Source: an optimization exercise on an open RTL-to-GDS flow (aim: small area and a short achievable clock period). Production flows keep margins and buffers that such runs may drop.
Function was checked by simulation only, so behaviour that the tests miss may differ from the original.
No activity file was given, so power comes from the tool's default toggle rates.

red:
==> flow/design.v <==
module riscv_top(clk, rst, imem_addr, imem_rdata, dmem_addr, dmem_wdata, dmem_we, dmem_re, dmem_rdata, wb_en, wb_addr, wb_data);
	input clk, rst;
	output [31:0] imem_addr;
	input [31:0] imem_rdata;
	output [31:0] dmem_addr, dmem_wdata;
	output dmem_we, dmem_re;
	input [31:0] dmem_rdata;
	output wb_en;
	output [4:0] wb_addr;
	output [31:0] wb_data;
	reg [31:1] PC;                  
	reg        vD;                  
	reg [31:0] IR;
	reg [31:1] S1D, S2D;            
	reg [31:1] PCD;
	reg        RegWriteE, MemReadE, MemWriteE, BeqE, BneE, JalE, Ldx0E;
	reg        AddE, SubE, OrE;
	reg [4:0]  RdE;
	reg [31:0] AE, BE, XE;          
	reg        RegWriteM, MemReadM, MemWriteM, TakenM;
	reg [4:0]  RdM;
	reg [31:0] ResM, XM;
	reg        RegWriteW;
	reg [4:0]  RdW;
	reg [31:0] ResW;
	reg [32*32-1:0] rf;             
	wire kill = TakenM & Ldx0E;     
	wire [31:1] PCPlus4 = PC + 31'd2;
	always @(posedge clk or negedge rst) begin
		if (!rst) begin
			PC <= 31'd0;
			vD <= 1'b0;
		end else begin
			if (!kill) PC <= TakenM ? XM[31:1] : PCPlus4;
			vD <= !TakenM;
		end
	end
	integer j;
	always @(posedge clk) begin
		IR <= imem_rdata;
		PCD <= PC;
		for (j = 1; j < 32; j = j + 1) begin
			S1D[j] <= (imem_rdata[19:15] == j);
			S2D[j] <= (imem_rdata[24:20] == j);
		end
	end
	assign imem_addr = {PC, 1'b0};
	wire [6:0] op = IR[6:0];
	wire [2:0] f3 = IR[14:12];
	wire [6:0] f7 = IR[31:25];
	wire [4:0] rd = IR[11:7];
	wire [4:0] rs1 = IR[19:15];
	wire [4:0] rs2 = IR[24:20];
	wire isLoad  = (op == 7'b0000011);
	wire isOpImm = (op == 7'b0010011);
	wire isOp    = (op == 7'b0110011);
	wire isStore = (op == 7'b0100011);
	wire isBr    = (op == 7'b1100011);
	wire isJal   = (op == 7'b1101111);
	wire ALUSrcD = isLoad | isOpImm;
	wire vDe = vD & !TakenM;
	wire f3_000 = (f3 == 3'b000);
	wire f3_111 = (f3 == 3'b111);
	wire f3_110 = (f3 == 3'b110);
	wire f7z = (f7 == 7'b0000000);
	wire f7o = (f7 == 7'b1111111);
	wire f7s = (f7 == 7'b0100000);
	wire kA = (f7z & f3_000) | (f7o & f3_111);
	wire addD = (!isOp & !isBr & kA) | (isOp & f7z & f3_000);
	wire subD = (isBr & kA) | (isOp & f7s & f3_000);
	wire orD  = !isBr & f7z & f3_110;
	wire [31:0] immI = {{20{IR[31]}}, IR[31:20]};
	wire [31:1] immB = {{20{IR[31]}}, IR[7], IR[30:25], IR[11:8]};
	wire [31:1] immJ = {{12{IR[31]}}, IR[19:12], IR[20], IR[30:21]};
	wire [31:1] targetD = PCD + (isJal ? immJ : immB);
	reg [31:0] rA, rB;
	integer k;
	always @(*) begin
		rA = 32'd0;
		rB = 32'd0;
		for (k = 1; k < 32; k = k + 1) begin
			rA = rA | ({32{S1D[k]}} & rf[32*k +: 32]);
			rB = rB | ({32{S2D[k]}} & rf[32*k +: 32]);
		end
	end
	wire [31:0] ALUout;
	wire [31:0] ResWn = MemReadM ? dmem_rdata : ResM;
	wire s1nz = (rs1 != 5'd0);
	wire s2nz = (rs2 != 5'd0);
	wire fAM  = RegWriteE & (RdE == rs1) & s1nz;
	wire fAW  = RegWriteM & (RdM == rs1) & s1nz;
	wire bypA = RegWriteW & (RdW == rs1) & s1nz;
	wire fBM  = RegWriteE & (RdE == rs2) & s2nz;
	wire fBW  = RegWriteM & (RdM == rs2) & s2nz;
	wire bypB = RegWriteW & (RdW == rs2) & s2nz;
	wire [31:0] A_early = fAW ? ResWn : bypA ? ResW : rA;
	wire [31:0] SDv     = bypB ? ResW : rB;
	wire [31:0] B_early = ALUSrcD ? immI : fBW ? ResWn : SDv;
	always @(posedge clk or negedge rst) begin
		if (!rst) begin
			RegWriteE <= 1'b0;
			MemReadE <= 1'b0;
			MemWriteE <= 1'b0;
			BeqE <= 1'b0;
			BneE <= 1'b0;
			JalE <= 1'b0;
			Ldx0E <= 1'b0;
		end else begin
			RegWriteE <= vDe & (isOp | isOpImm | isLoad);
			MemReadE <= vDe & isLoad;
			MemWriteE <= vDe & isStore;
			BeqE <= vDe & isBr & (f3 == 3'b000);
			BneE <= vDe & isBr & (f3 == 3'b001);
			JalE <= vDe & isJal;
			Ldx0E <= vDe & isLoad & (rd == 5'd0);
		end
	end
	always @(posedge clk) begin
		AddE <= addD;
		SubE <= subD;
		OrE <= orD;
		RdE <= rd;
		AE <= fAM ? ALUout : A_early;
		BE <= (fBM & !ALUSrcD) ? ALUout : B_early;
		XE <= isStore ? SDv : {targetD, 1'b0};
	end
	wire [31:0] sum = AE + (SubE ? ~BE : BE) + {31'd0, SubE};
	assign ALUout = (AddE | SubE) ? sum : OrE ? (AE | BE) : (AE & BE);
	wire zero = SubE ? (AE == BE) : ((AE & BE) == 32'd0);
	always @(posedge clk or negedge rst) begin
		if (!rst) begin
			RegWriteM <= 1'b0;
			MemReadM <= 1'b0;
			MemWriteM <= 1'b0;
			TakenM <= 1'b0;
		end else begin
			RegWriteM <= !kill & RegWriteE;
			MemReadM <= !kill & MemReadE;
			MemWriteM <= !kill & MemWriteE;
			TakenM <= !kill & ((BeqE & zero) | (BneE & !zero) | JalE);
		end
	end
	always @(posedge clk) begin
		ResM <= ALUout;
		XM <= XE;
		RdM <= RdE;
	end
	assign dmem_addr = ResM;
	assign dmem_wdata = XM;
	assign dmem_we = MemWriteM;
	assign dmem_re = MemReadM;
	always @(posedge clk or negedge rst) begin
		if (!rst) RegWriteW <= 1'b0;
		else RegWriteW <= RegWriteM;
	end
	always @(posedge clk) begin
		ResW <= ResWn;
		RdW <= RdM;
	end
	genvar gi;
	generate
		for (gi = 1; gi < 32; gi = gi + 1) begin : g_rf
			always @(posedge clk)
				if (RegWriteW && RdW == gi) rf[32*gi +: 32] <= ResW;
		end
	endgenerate
	assign wb_en = RegWriteW;
	assign wb_addr = RdW;
	assign wb_data = ResW;
endmodule
export LEC_CHECK = 0
export CAP_MARGIN = 20
export CORE_MARGIN = 2
export CORE_UTILIZATION = 55
export SETUP_SLACK_MARGIN = 4.6
export SLEW_MARGIN = 20
create_clock -name core_clock -period 8.0 [get_ports {clk}]
standard.sh (not shown) runs the stock make flow with config.mk's settings and CLKGATE_MAP_FILE= SYNTH_SCRIPT=/design/flow/synth_recipe.tcl, a recipe that flattens the netlist after the stock synthesis.
==> flow/flow/run.sh <==
#!/bin/bash
set -euo pipefail
export BUFFER_PORTS_ARGS="-buffer_cell sky130_fd_sc_hd__buf_4"
bash standard.sh finish > standard_flow.log 2>&1
Input-level comparison between blue and red:
==> flow/run.sh (new file) <==
#!/bin/bash
# synth_recipe.tcl (not shown) runs the flow's synth.tcl, then flattens the netlist and writes it again
# the make line also repeats each setting of config.mk as NAME=value (left out here)
make -C /OpenROAD-flow-scripts/flow DESIGN_CONFIG=/design/flow/config.mk WORK_HOME=/design/flow/orfs CLKGATE_MAP_FILE= SYNTH_SCRIPT=/design/flow/synth_recipe.tcl finish
removed: flow/flow/run.sh
removed: flow/standard.sh
Findings:
- Comparing red against blue, there is no change at all in area of the die.
- Summary of blue over red: sequential share of layout area down 0.86 points; aggregate routed wire length up 1.0%; final area up about 1.7%; reported sequential group power flat.

========
Setup of JK:
riscv_top, a different RTL version from the one above (not shown whole).
Size in the first run: roughly 4400 cells after synthesis, ~1400 flip-flops, roughly 58000 µm² of cells after synthesis.
## riscv_top
module riscv_top(clk, rst, imem_addr, imem_rdata, dmem_addr, dmem_wdata, dmem_we, dmem_re, dmem_rdata, wb_en, wb_addr, wb_data);
==> flow/config.mk <==
export PLATFORM = sky130hd
export DESIGN_NAME = riscv_top
export DESIGN_NICKNAME = riscv_top
export VERILOG_FILES = /design/flow/design.v
export SDC_FILE = /design/flow/constraint.sdc
export NUM_CORES = 4
export LEC_CHECK = 0
export CAP_MARGIN = 20
export CORE_MARGIN = 2
export CORE_UTILIZATION = 55
export SETUP_SLACK_MARGIN = 5.0
export SLEW_MARGIN = 20
export TNS_END_PERCENT = 30
==> flow/constraint.sdc <==
create_clock -name core_clock -period 8.0 [get_ports {clk}]
set_input_delay 1.6000 -clock core_clock [delete_from_list [all_inputs] [get_ports {clk}]]
set_output_delay 1.6000 -clock core_clock [all_outputs]
set_load 0.01 [all_outputs]
==> flow/flow/run.sh <==
#!/bin/bash
set -euo pipefail
export BUFFER_PORTS_ARGS="-buffer_cell sky130_fd_sc_hd__buf_4"
bash standard.sh finish > standard_flow.log 2>&1
JK reached the end of the flow, and the finished layout is clean on the timing, DRC and antenna checks.
Modified inputs, MS compared to JK
- TNS_END_PERCENT no longer set, was 30
## What came out
- Taking JK as the reference point, the sequential share of layout area of MS falls by 0.49 points.
- On setup slack, JK loses to MS.
- Diff JK -> MS: maximum fanout along the worst path rose 4; fmax rose by 4.2%.
- Worst path required time across MS and JK: no real change.
- Going from JK to MS, routing usage on met2 now sits higher, detailed-route via count now sits higher, part of the power in combinational logic now sits higher.

========
== run a ==
Another version of the RTL of riscv_top (not shown whole).
Size in the first run: about 4,400 cells after synthesis, ~200 I/O pins.
clock: 8.0 ns
lec_check: 0
cap_margin: 20
core_margin: 2
core_utilization: 55
setup_slack_margin: 5.0
slew_margin: 20
run.sh (not shown) runs the stock make flow with config.mk's settings and CLKGATE_MAP_FILE= SYNTH_SCRIPT=/design/flow/synth_recipe.tcl, a recipe that flattens the netlist after the stock synthesis.
Stock flow here: none of the scripts above is used.
Input-level comparison between run b and run a:
==> flow/flow/run.sh (new file) <==
#!/bin/bash
set -euo pipefail
export BUFFER_PORTS_ARGS="-buffer_cell sky130_fd_sc_hd__buf_4"
bash standard.sh finish > standard_flow.log 2>&1
==> flow/standard.sh (new file) <==
#!/bin/bash
# synth_recipe.tcl (not shown) runs the flow's synth.tcl, then flattens the netlist and writes it again
# the make line also repeats each setting of config.mk as NAME=value (left out here)
make -C /OpenROAD-flow-scripts/flow DESIGN_CONFIG=/design/flow/config.mk WORK_HOME=/design/flow/orfs CLKGATE_MAP_FILE= SYNTH_SCRIPT=/design/flow/synth_recipe.tcl "${@:-finish}"
removed: flow/run.sh
--- outcome ---
From run a to run b the numbers moved as follows: total number of cells along the worst setup path climbed 1; share of final-layout standard cells stronger than drive strength 1 climbed 1.9 points.
Lower fraction of area in multi-input gates was reported by run a, not run b.
NOTE: layout buffer count excluding clock buffers in run b falls short of that of run a
Power after layout (run b vs. run a) decreases by a few percent
Run b vs. run a: wire length of the first global-routing pass +about 0.4%, routed wire length saw an increase, cell area went down by about 0.6%.

==> afterwards: timing with drivers on the ports <==
The flow's constraints put no driver on any port. The routed layouts listed below were extracted and timed again, unchanged, in two steps.
Step 1, drivers: a clkbuf_16 drives clk and a buf_2 each remaining input, both assumed.
Step 2 adds t to the input delays and takes it off the output delays; t is the mean of the earliest and latest rising clock arrival at the registers after step 1. Input paths then give back, and output paths get back, about the clock's delay inside the block.
a / b / c = ideal / step 1 / step 2; a / b = the first two.
| run | shift t [ns] | setup slack, ns | worst setup path at the end | slew at the worst register clock pin (ns) | worst slew at a driven data input, ns |
|---|---|---|---|---|---|
| red | 0.851 | 4.171 / 4.171 / 4.171 | register to register | 0.07 / 0.07 | 0.05 |
| blue | 0.834 | 4.464 / 4.464 / 4.464 | register to register | 0.07 / 0.07 | 0.05 |
| JK | 0.858 | 4.659 / 4.659 / 4.415 | input to register | 0.07 / 0.07 | 0.07 |
| MS | 0.865 | 4.794 / 4.794 / 4.183 | input to register | 0.07 / 0.07 | 0.12 |
| run a | 0.837 | 4.365 / 4.365 / 4.208 | input to register | 0.07 / 0.07 | 0.12 |
| run b | 0.862 | 4.349 / 4.349 / 4.349 | register to register | 0.07 / 0.07 | 0.11 |
After both steps setup and hold are still met in every run listed. For MS, which loses most, drivers alone change the setup slack by 0.000 ns; drivers and shift together by -0.611 ns.
